What follows belongs to an exercise in optimizing a design on an open flow for small area, a short achievable clock period and few clock cycles per item; a production flow would make more cautious choices. At most, simulation tests tie the RTL to the original design; equivalence was not proved. Power is estimated from default activity; no workload was simulated.

==> module complex_multiplier, before the edit <==
module complex_multiplier
#(
    parameter INTEGER_WIDTH = 3,
    parameter FRACTIONAL_WIDTH = 13
)
(
    input  wire                                          clk,
    input  wire                                          rst_n,
    input  wire                                          input_a_tvalid,
    output wire                                          input_a_tready,
    input  wire [2*(INTEGER_WIDTH+FRACTIONAL_WIDTH)-1:0] input_a_tdata,
    input  wire                                          input_b_tvalid,
    output wire                                          input_b_tready,
    input  wire [2*(INTEGER_WIDTH+FRACTIONAL_WIDTH)-1:0] input_b_tdata,
    output reg                                           output_prod_tvalid,
    input  wire                                          output_prod_tready,
    output wire [2*(INTEGER_WIDTH+FRACTIONAL_WIDTH)-1:0] output_prod_tdata
);
    reg         v0, v1, q1v;
    reg  [15:0] ar, ai;
    reg  [24:0] br, bi;     
    function [24:0] booth_enc;
        input [15:0] y;
        integer k;
        reg y2, y1, y0;
        begin
            for (k = 0; k < 8; k = k + 1) begin
                y2 = y[2*k+1];
                y1 = y[2*k];
                y0 = (k == 0) ? 1'b0 : y[2*k-1];
                booth_enc[k]      = y1 ^ y0;                                    
                booth_enc[8 + k]  = (y2 & ~y1 & ~y0) | (~y2 & y1 & y0);         
                booth_enc[16 + k] = y2 & ~(y1 & y0);                            
            end
            booth_enc[24] = y[15];
        end
    endfunction
    reg  [31:0] q0, q1;
    wire take = output_prod_tready;                     
    wire en1  = ~v1 | ~q1v | take;                      
    wire en0  = ~v0 | en1;
    wire rdy  = ~(v0 & v1 & q1v);
    assign input_a_tready = rdy;
    assign input_b_tready = rdy;
    assign output_prod_tdata = q0;
    wire fire = input_a_tvalid & input_b_tvalid & rdy;
    wire mv1  = v1 & en1;                               
    always @(posedge clk) begin
        if (!rst_n) begin
            v0 <= 1'b0;
            v1 <= 1'b0;
            output_prod_tvalid <= 1'b0;
            q1v <= 1'b0;
        end else begin
            if (en0) v0 <= fire;
            if (en1) v1 <= v0;
            if (~output_prod_tvalid | take)
                output_prod_tvalid <= q1v | mv1;
            if (q1v) begin
                if (take) q1v <= mv1;
            end else begin
                q1v <= mv1 & output_prod_tvalid & ~take;
            end
        end
    end
    wire [14:0] m_a0, m_a1, m_a2, m_a3;
    wire [14:0] m_b0, m_b1, m_b2, m_b3;
    wire [3:0]  m_c, m_s;
    reg  [14:0] c_a0, c_a1, c_a2, c_a3;
    reg  [14:0] c_b0, c_b1, c_b2, c_b3;
    reg  [3:0]  c_c, c_s;
    cm_mul mul_rr1 (.x(ar), .one(br[7:0]), .two(br[15:8]), .neg(br[23:16]), .ys(br[24]), .a(m_a0), .b(m_b0), .cl(m_c[0]), .sgn(m_s[0]));
    cm_mul mul_rr2 (.x(ai), .one(bi[7:0]), .two(bi[15:8]), .neg(bi[23:16]), .ys(bi[24]), .a(m_a1), .b(m_b1), .cl(m_c[1]), .sgn(m_s[1]));
    cm_mul mul_ri1 (.x(ar), .one(bi[7:0]), .two(bi[15:8]), .neg(bi[23:16]), .ys(bi[24]), .a(m_a2), .b(m_b2), .cl(m_c[2]), .sgn(m_s[2]));
    cm_mul mul_ri2 (.x(ai), .one(br[7:0]), .two(br[15:8]), .neg(br[23:16]), .ys(br[24]), .a(m_a3), .b(m_b3), .cl(m_c[3]), .sgn(m_s[3]));
    wire [14:0] h0 = c_a0 + c_b0 + c_c[0];
    wire [14:0] h1 = c_a1 + c_b1 + c_c[1];
    wire [14:0] h2 = c_a2 + c_b2 + c_c[2];
    wire [14:0] h3 = c_a3 + c_b3 + c_c[3];
    wire [15:0] prod_real = {c_s[0], h0} - {c_s[1], h1};
    wire [15:0] prod_imag = {c_s[2], h2} + {c_s[3], h3};
    always @(posedge clk) begin
        if (en0) begin
            ar <= input_a_tdata[15:0];
            ai <= input_a_tdata[31:16];
            br <= booth_enc(input_b_tdata[15:0]);
            bi <= booth_enc(input_b_tdata[31:16]);
        end
        if (en1) begin
            c_a0 <= m_a0;
            c_a1 <= m_a1;
            c_a2 <= m_a2;
            c_a3 <= m_a3;
            c_b0 <= m_b0;
            c_b1 <= m_b1;
            c_b2 <= m_b2;
            c_b3 <= m_b3;
            c_c <= m_c;
            c_s <= m_s;
        end
        if (~output_prod_tvalid | take)
            q0 <= q1v ? q1 : {prod_imag, prod_real};
        if (~q1v | take)
            q1 <= {prod_imag, prod_real};
    end
endmodule
clock: 10.0 ns
lec_check: 0
cap_margin: 20
core_margin: 2
core_utilization: 40
setup_slack_margin: 5
slew_margin: 20
synth_hierarchical: 1
synth_minimum_keep_size: 0
run.sh (not shown) runs the stock make flow with config.mk's settings and CLKGATE_MAP_FILE= SYNTH_SCRIPT=/design/flow/synth_recipe.tcl, a recipe that flattens the netlist after the stock synthesis.
Testbench counts at the start, summed over its fixed seeds: cycles 12,024, items 12,000.
==> next run, changes <==
--- a/flow/design.v
+++ b/flow/design.v
@@ -964,14 +964,18 @@
     reg  [3:0]  c_c, c_s;
     cm_mul mul_rr1 (.x(ar), .one(br[7:0]), .two(br[15:8]), .neg(br[23:16]), .ys(br[24]), .a(m_a0), .b(m_b0), .cl(m_c[0]), .sgn(m_s[0]));
     cm_mul mul_rr2 (.x(ai), .one(bi[7:0]), .two(bi[15:8]), .neg(bi[23:16]), .ys(bi[24]), .a(m_a1), .b(m_b1), .cl(m_c[1]), .sgn(m_s[1]));
     cm_mul mul_ri1 (.x(ar), .one(bi[7:0]), .two(bi[15:8]), .neg(bi[23:16]), .ys(bi[24]), .a(m_a2), .b(m_b2), .cl(m_c[2]), .sgn(m_s[2]));
     cm_mul mul_ri2 (.x(ai), .one(br[7:0]), .two(br[15:8]), .neg(br[23:16]), .ys(br[24]), .a(m_a3), .b(m_b3), .cl(m_c[3]), .sgn(m_s[3]));
-    wire [14:0] h0 = c_a0 + c_b0 + c_c[0];
-    wire [14:0] h1 = c_a1 + c_b1 + c_c[1];
-    wire [14:0] h2 = c_a2 + c_b2 + c_c[2];
-    wire [14:0] h3 = c_a3 + c_b3 + c_c[3];
+    wire [15:0] u0 = {c_a0, 1'b1} + {c_b0, c_c[0]};
+    wire [14:0] h0 = u0[15:1];    
+    wire [15:0] u1 = {c_a1, 1'b1} + {c_b1, c_c[1]};
+    wire [14:0] h1 = u1[15:1];    
+    wire [15:0] u2 = {c_a2, 1'b1} + {c_b2, c_c[2]};
+    wire [14:0] h2 = u2[15:1];    
+    wire [15:0] u3 = {c_a3, 1'b1} + {c_b3, c_c[3]};
+    wire [14:0] h3 = u3[15:1];    
     wire [15:0] prod_real = {c_s[0], h0} - {c_s[1], h1};
     wire [15:0] prod_imag = {c_s[2], h2} + {c_s[3], h3};
     always @(posedge clk) begin
         if (en0) begin
             ar <= input_a_tdata[15:0];
Outcome:
- The changed run finished with timing, DRC and antenna clean
- die area is unchanged
- routed wire length rises by 3.8%
- worst setup slack loses 0.024 ns
- register-to-register slack is worse by 0.02 ns
- sequential share of layout area stays flat
- clock power increases by about 5%
- count of clock-buffer cells in the layout climbs by 1
- area after synthesis stays the same
- sequential cell count does not change
- via count climbs by 0.72%
- cell area stays flat
No functional check of the RTL was part of the second run of this note.

* * *

Setup of 02-23:
Another version of the RTL of complex_multiplier (not shown whole).
Size: about 2800 cells after synthesis, ~33000 um2 of cells after synthesis.
==> module complex_multiplier, before the edit <==
module complex_multiplier
#(
    parameter INTEGER_WIDTH = 3,
    parameter FRACTIONAL_WIDTH = 13
)
(
    input  wire                                          clk,
    input  wire                                          rst_n,
    input  wire                                          input_a_tvalid,
    output wire                                          input_a_tready,
    input  wire [2*(INTEGER_WIDTH+FRACTIONAL_WIDTH)-1:0] input_a_tdata,
    input  wire                                          input_b_tvalid,
    output wire                                          input_b_tready,
    input  wire [2*(INTEGER_WIDTH+FRACTIONAL_WIDTH)-1:0] input_b_tdata,
    output reg                                           output_prod_tvalid,
    input  wire                                          output_prod_tready,
    output wire [2*(INTEGER_WIDTH+FRACTIONAL_WIDTH)-1:0] output_prod_tdata
);
    reg         v0, v1, q1v;
    reg  [15:0] ar, ai;
    reg  [24:0] br, bi;     
    function [24:0] booth_enc;
        input [15:0] y;
        integer k;
        reg y2, y1, y0;
        begin
            for (k = 0; k < 8; k = k + 1) begin
                y2 = y[2*k+1];
                y1 = y[2*k];
                y0 = (k == 0) ? 1'b0 : y[2*k-1];
                booth_enc[k]      = y1 ^ y0;                                    
                booth_enc[8 + k]  = (y2 & ~y1 & ~y0) | (~y2 & y1 & y0);         
                booth_enc[16 + k] = y2 & ~(y1 & y0);                            
            end
            booth_enc[24] = y[15];
        end
    endfunction
    reg  [31:0] q0, q1;
    wire take = output_prod_tready;                     
    wire en1  = ~v1 | ~q1v;                             
    wire en0  = ~v0 | en1;
    wire rdy  = ~(v0 & v1 & q1v);
    assign input_a_tready = rdy;
    assign input_b_tready = rdy;
    assign output_prod_tdata = q0;
    wire fire = input_a_tvalid & input_b_tvalid & rdy;
    wire mv1  = v1 & en1;                               
    always @(posedge clk) begin
        if (!rst_n) begin
            v0 <= 1'b0;
            v1 <= 1'b0;
            output_prod_tvalid <= 1'b0;
            q1v <= 1'b0;
        end else begin
            if (en0) v0 <= fire;
            if (en1) v1 <= v0;
            if (~output_prod_tvalid | take)
                output_prod_tvalid <= q1v | mv1;
            if (q1v) begin
                if (take) q1v <= mv1;
            end else begin
                q1v <= mv1 & output_prod_tvalid & ~take;
            end
        end
    end
    wire [14:0] m_a0, m_a1, m_a2, m_a3;
    wire [14:0] m_b0, m_b1, m_b2, m_b3;
    wire [3:0]  m_c, m_s;
    reg  [14:0] c_a0, c_a1, c_a2, c_a3;
    reg  [14:0] c_b0, c_b1, c_b2, c_b3;
    reg  [3:0]  c_c, c_s;
    cm_mul mul_rr1 (.x(ar), .one(br[7:0]), .two(br[15:8]), .neg(br[23:16]), .ys(br[24]), .a(m_a0), .b(m_b0), .cl(m_c[0]), .sgn(m_s[0]));
    cm_mul mul_rr2 (.x(ai), .one(bi[7:0]), .two(bi[15:8]), .neg(bi[23:16]), .ys(bi[24]), .a(m_a1), .b(m_b1), .cl(m_c[1]), .sgn(m_s[1]));
    cm_mul mul_ri1 (.x(ar), .one(bi[7:0]), .two(bi[15:8]), .neg(bi[23:16]), .ys(bi[24]), .a(m_a2), .b(m_b2), .cl(m_c[2]), .sgn(m_s[2]));
    cm_mul mul_ri2 (.x(ai), .one(br[7:0]), .two(br[15:8]), .neg(br[23:16]), .ys(br[24]), .a(m_a3), .b(m_b3), .cl(m_c[3]), .sgn(m_s[3]));
    wire [15:0] u0 = {c_a0, 1'b1} + {c_b0, c_c[0]};
    wire [14:0] h0 = u0[15:1];    
    wire [15:0] u1 = {c_a1, 1'b1} + {c_b1, c_c[1]};
    wire [14:0] h1 = u1[15:1];    
    wire [15:0] u2 = {c_a2, 1'b1} + {c_b2, c_c[2]};
    wire [14:0] h2 = u2[15:1];    
    wire [15:0] u3 = {c_a3, 1'b1} + {c_b3, c_c[3]};
    wire [14:0] h3 = u3[15:1];    
    wire [15:0] prod_real = {c_s[0], h0} - {c_s[1], h1};
    wire [15:0] prod_imag = {c_s[2], h2} + {c_s[3], h3};
    always @(posedge clk) begin
        if (en0) begin
            ar <= input_a_tdata[15:0];
            ai <= input_a_tdata[31:16];
            br <= booth_enc(input_b_tdata[15:0]);
            bi <= booth_enc(input_b_tdata[31:16]);
        end
        if (en1) begin
            c_a0 <= m_a0;
            c_a1 <= m_a1;
            c_a2 <= m_a2;
            c_a3 <= m_a3;
            c_b0 <= m_b0;
            c_b1 <= m_b1;
            c_b2 <= m_b2;
            c_b3 <= m_b3;
            c_c <= m_c;
            c_s <= m_s;
        end
        if (~output_prod_tvalid | take)
            q0 <= q1v ? q1 : {prod_imag, prod_real};
        if (~q1v | take)
            q1 <= {prod_imag, prod_real};
    end
endmodule
Settings: LEC_CHECK=0, CAP_MARGIN=20, CORE_MARGIN=2, CORE_UTILIZATION=40, SLEW_MARGIN=20, SYNTH_HIERARCHICAL=1, SYNTH_MINIMUM_KEEP_SIZE=0; clock period 10.0 ns.
standard.sh (not shown) runs the stock make flow with config.mk's settings and CLKGATE_MAP_FILE= SYNTH_SCRIPT=/design/flow/synth_recipe.tcl, a recipe that flattens the netlist after the stock synthesis.
==> flow/flow/run.sh <==
#!/bin/bash
# The standard layout (standard.sh), with the port buffers made as sky130_fd_sc_hd__buf_2
# cells instead of buffer_ports' default, and timing repair aiming at 6.0 ns of setup slack.
set -euo pipefail
export BUFFER_PORTS_ARGS="-buffer_cell sky130_fd_sc_hd__buf_2"
export SETUP_SLACK_MARGIN=6.0
bash standard.sh > standard.log 2>&1
02-23 finished every stage and its layout cleared the timing, DRC and antenna checks.
Testbench counts of 02-23, summed over its fixed seeds: cycles 12,024, items 12,000.
#### Input delta (07-24 over 02-23)
--- a/flow/design.v
+++ b/flow/design.v
@@ -928,24 +928,29 @@
             booth_enc[24] = y[15];
         end
     endfunction
     reg  [31:0] q0, q1;
+    reg         wp, rp;
     wire take = output_prod_tready;                     
     wire en1  = ~v1 | ~q1v;                             
     wire en0  = ~v0 | en1;
     wire rdy  = ~(v0 & v1 & q1v);
     assign input_a_tready = rdy;
     assign input_b_tready = rdy;
-    assign output_prod_tdata = q0;
+    assign output_prod_tdata = rp ? q1 : q0;
     wire fire = input_a_tvalid & input_b_tvalid & rdy;
     wire mv1  = v1 & en1;                               
     always @(posedge clk) begin
         if (!rst_n) begin
             v0 <= 1'b0;
             v1 <= 1'b0;
             output_prod_tvalid <= 1'b0;
             q1v <= 1'b0;
+            wp <= 1'b0;
+            rp <= 1'b0;
         end else begin
+            if (mv1) wp <= ~wp;
+            if (output_prod_tvalid & take) rp <= ~rp;
             if (en0) v0 <= fire;
             if (en1) v1 <= v0;
             if (~output_prod_tvalid | take)
                 output_prod_tvalid <= q1v | mv1;
@@ -994,10 +999,10 @@
             c_b3 <= m_b3;
             c_c <= m_c;
             c_s <= m_s;
         end
-        if (~output_prod_tvalid | take)
-            q0 <= q1v ? q1 : {prod_imag, prod_real};
-        if (~q1v | take)
+        if (mv1 & ~wp)
+            q0 <= {prod_imag, prod_real};
+        if (mv1 & wp)
             q1 <= {prod_imag, prod_real};
     end
 endmodule
==> run summary <==
02-23 -> 07-24: number of design-rule violations left by the first detailed-router iteration decreased by a little under 10%. 07-24 against 02-23: initial core utilization held steady; buffer count excluding the clock tree in the final layout shrank by 16; buffering overhead saw a decrease; post-synthesis cell type count shows an increase of 7; critical path depth up 3. Time the final worst path needs with I/O delays and setup in 07-24 is 45 ps lower than in 02-23. Compared 07-24 vs 02-23, and area of all placed cells without fillers is down in 07-24.
Testbench counts of 07-24, summed over its fixed seeds: cycles 12,024, items 12,000.

* * *

complex_multiplier again, from the RTL that the note above started with.
Settings: LEC_CHECK=0, CAP_MARGIN=20, CORE_MARGIN=2, CORE_UTILIZATION=40, SLEW_MARGIN=20, SYNTH_HIERARCHICAL=1, SYNTH_MINIMUM_KEEP_SIZE=0; clock period 10.0 ns.
==> flow/flow/run.sh <==
#!/bin/bash
# The standard layout (standard.sh), with the port buffers made as sky130_fd_sc_hd__buf_2
# cells instead of buffer_ports' default, and timing repair aiming at 5.8 ns of setup slack.
set -euo pipefail
export BUFFER_PORTS_ARGS="-buffer_cell sky130_fd_sc_hd__buf_2"
export SETUP_SLACK_MARGIN=5.8
bash standard.sh > standard.log 2>&1
Testbench counts at the start, summed over its fixed seeds: cycles 12,024, items 12,000.
Edit:
--- a/flow/design.v
+++ b/flow/design.v
@@ -963,22 +963,24 @@
     reg  [14:0] c_b0, c_b1, c_b2, c_b3;
     reg  [3:0]  c_c, c_s;
     cm_mul mul_rr1 (.x(ar), .one(br[7:0]), .two(br[15:8]), .neg(br[23:16]), .ys(br[24]), .a(m_a0), .b(m_b0), .cl(m_c[0]), .sgn(m_s[0]));
     cm_mul mul_rr2 (.x(ai), .one(bi[7:0]), .two(bi[15:8]), .neg(bi[23:16]), .ys(bi[24]), .a(m_a1), .b(m_b1), .cl(m_c[1]), .sgn(m_s[1]));
     cm_mul mul_ri1 (.x(ar), .one(bi[7:0]), .two(bi[15:8]), .neg(bi[23:16]), .ys(bi[24]), .a(m_a2), .b(m_b2), .cl(m_c[2]), .sgn(m_s[2]));
     cm_mul mul_ri2 (.x(ai), .one(br[7:0]), .two(br[15:8]), .neg(br[23:16]), .ys(br[24]), .a(m_a3), .b(m_b3), .cl(m_c[3]), .sgn(m_s[3]));
-    wire [15:0] u0 = {c_a0, 1'b1} + {c_b0, c_c[0]};
-    wire [14:0] h0 = u0[15:1];    
-    wire [15:0] u1 = {c_a1, 1'b1} + {c_b1, c_c[1]};
-    wire [14:0] h1 = u1[15:1];    
-    wire [15:0] u2 = {c_a2, 1'b1} + {c_b2, c_c[2]};
-    wire [14:0] h2 = u2[15:1];    
-    wire [15:0] u3 = {c_a3, 1'b1} + {c_b3, c_c[3]};
-    wire [14:0] h3 = u3[15:1];    
-    wire [15:0] prod_real = {c_s[0], h0} - {c_s[1], h1};
-    wire [15:0] prod_imag = {c_s[2], h2} + {c_s[3], h3};
+    wire [16:0] u0 = {1'b0, c_a0, 1'b1} + {1'b0, c_b0, c_c[0]};
+    wire o0 = u0[16];    
+    wire [16:0] u1 = {1'b0, c_a1, 1'b1} + {1'b0, c_b1, c_c[1]};
+    wire o1 = u1[16];    
+    wire [16:0] u2 = {1'b0, c_a2, 1'b1} + {1'b0, c_b2, c_c[2]};
+    wire o2 = u2[16];    
+    wire [16:0] u3 = {1'b0, c_a3, 1'b1} + {1'b0, c_b3, c_c[3]};
+    wire o3 = u3[16];    
+    wire [15:0] t_re = {1'b0, c_a0} + {1'b0, c_b0} + c_c[0] - {1'b0, c_a1} - {1'b0, c_b1} - c_c[1];
+    wire [15:0] t_im = {1'b0, c_a2} + {1'b0, c_b2} + c_c[2] + {1'b0, c_a3} + {1'b0, c_b3} + c_c[3];
+    wire [15:0] prod_real = {t_re[15] ^ o0 ^ o1 ^ c_s[0] ^ c_s[1], t_re[14:0]};
+    wire [15:0] prod_imag = {t_im[15] ^ o2 ^ o3 ^ c_s[2] ^ c_s[3], t_im[14:0]};
     always @(posedge clk) begin
         if (en0) begin
             ar <= input_a_tdata[15:0];
             ai <= input_a_tdata[31:16];
             br <= booth_enc(input_b_tdata[15:0]);
             bi <= booth_enc(input_b_tdata[31:16]);
Design area increases by 1.1%.
Clock-buffer cell count fell by 1.
Global-route usage stays flat.
Utilization decreases by 0.24 points.
Synthesized area came out higher by 1.4%.
Hold slack improved by 0.012 ns.
The RTL of the second run of this note was laid out without a check of its function.

==> re-timing with driven ports <==
No port has a modelled driver above. Below, the same layouts with a new extraction and two added sets of constraints.
Step 1 assumes that a clkbuf_16 drives the clock port and a buf_2 every other input.
Step 2 also shifts input and output timing later by t, the mid clock arrival at the registers, as if the neighbouring blocks saw the same clock.
Three values: ideal, step 1, step 2; two values: the first two.
| run | shift t [ns] | setup WS [ns] | worst hold slack (ns) | worst setup path after step 2 | latest minus earliest clock arrival (ns) |
|---|---|---|---|---|---|
| the first run of note 1 | 0.621 | 5.525 / 5.525 / 5.525 | 0.462 / 0.462 / 0.462 | register to register | 0.018 / 0.018 |
| the second run of note 1 | 0.641 | 5.501 / 5.501 / 5.343 | 0.478 / 0.478 / 0.478 | input to register | 0.031 / 0.031 |
| 02-23 | 0.627 | 6.092 / 6.092 / 6.092 | 0.510 / 0.510 / 0.510 | register to register | 0.021 / 0.021 |
| 07-24 | 0.629 | 6.136 / 6.094 / 6.136 | 0.557 / 0.557 / 0.557 | register to register | 0.030 / 0.029 |
| the first run of note 3 | 0.629 | 5.943 / 5.943 / 5.943 | 0.523 / 0.523 / 0.523 | register to register | 0.035 / 0.035 |
| the second run of note 3 | 0.621 | 5.835 / 5.835 / 5.835 | 0.535 / 0.535 / 0.535 | register to register | 0.033 / 0.033 |
After both steps setup and hold are still met in every run listed. For the second run of note 1, which loses most, drivers alone change the setup slack by 0.000 ns; drivers and shift together by -0.158 ns.
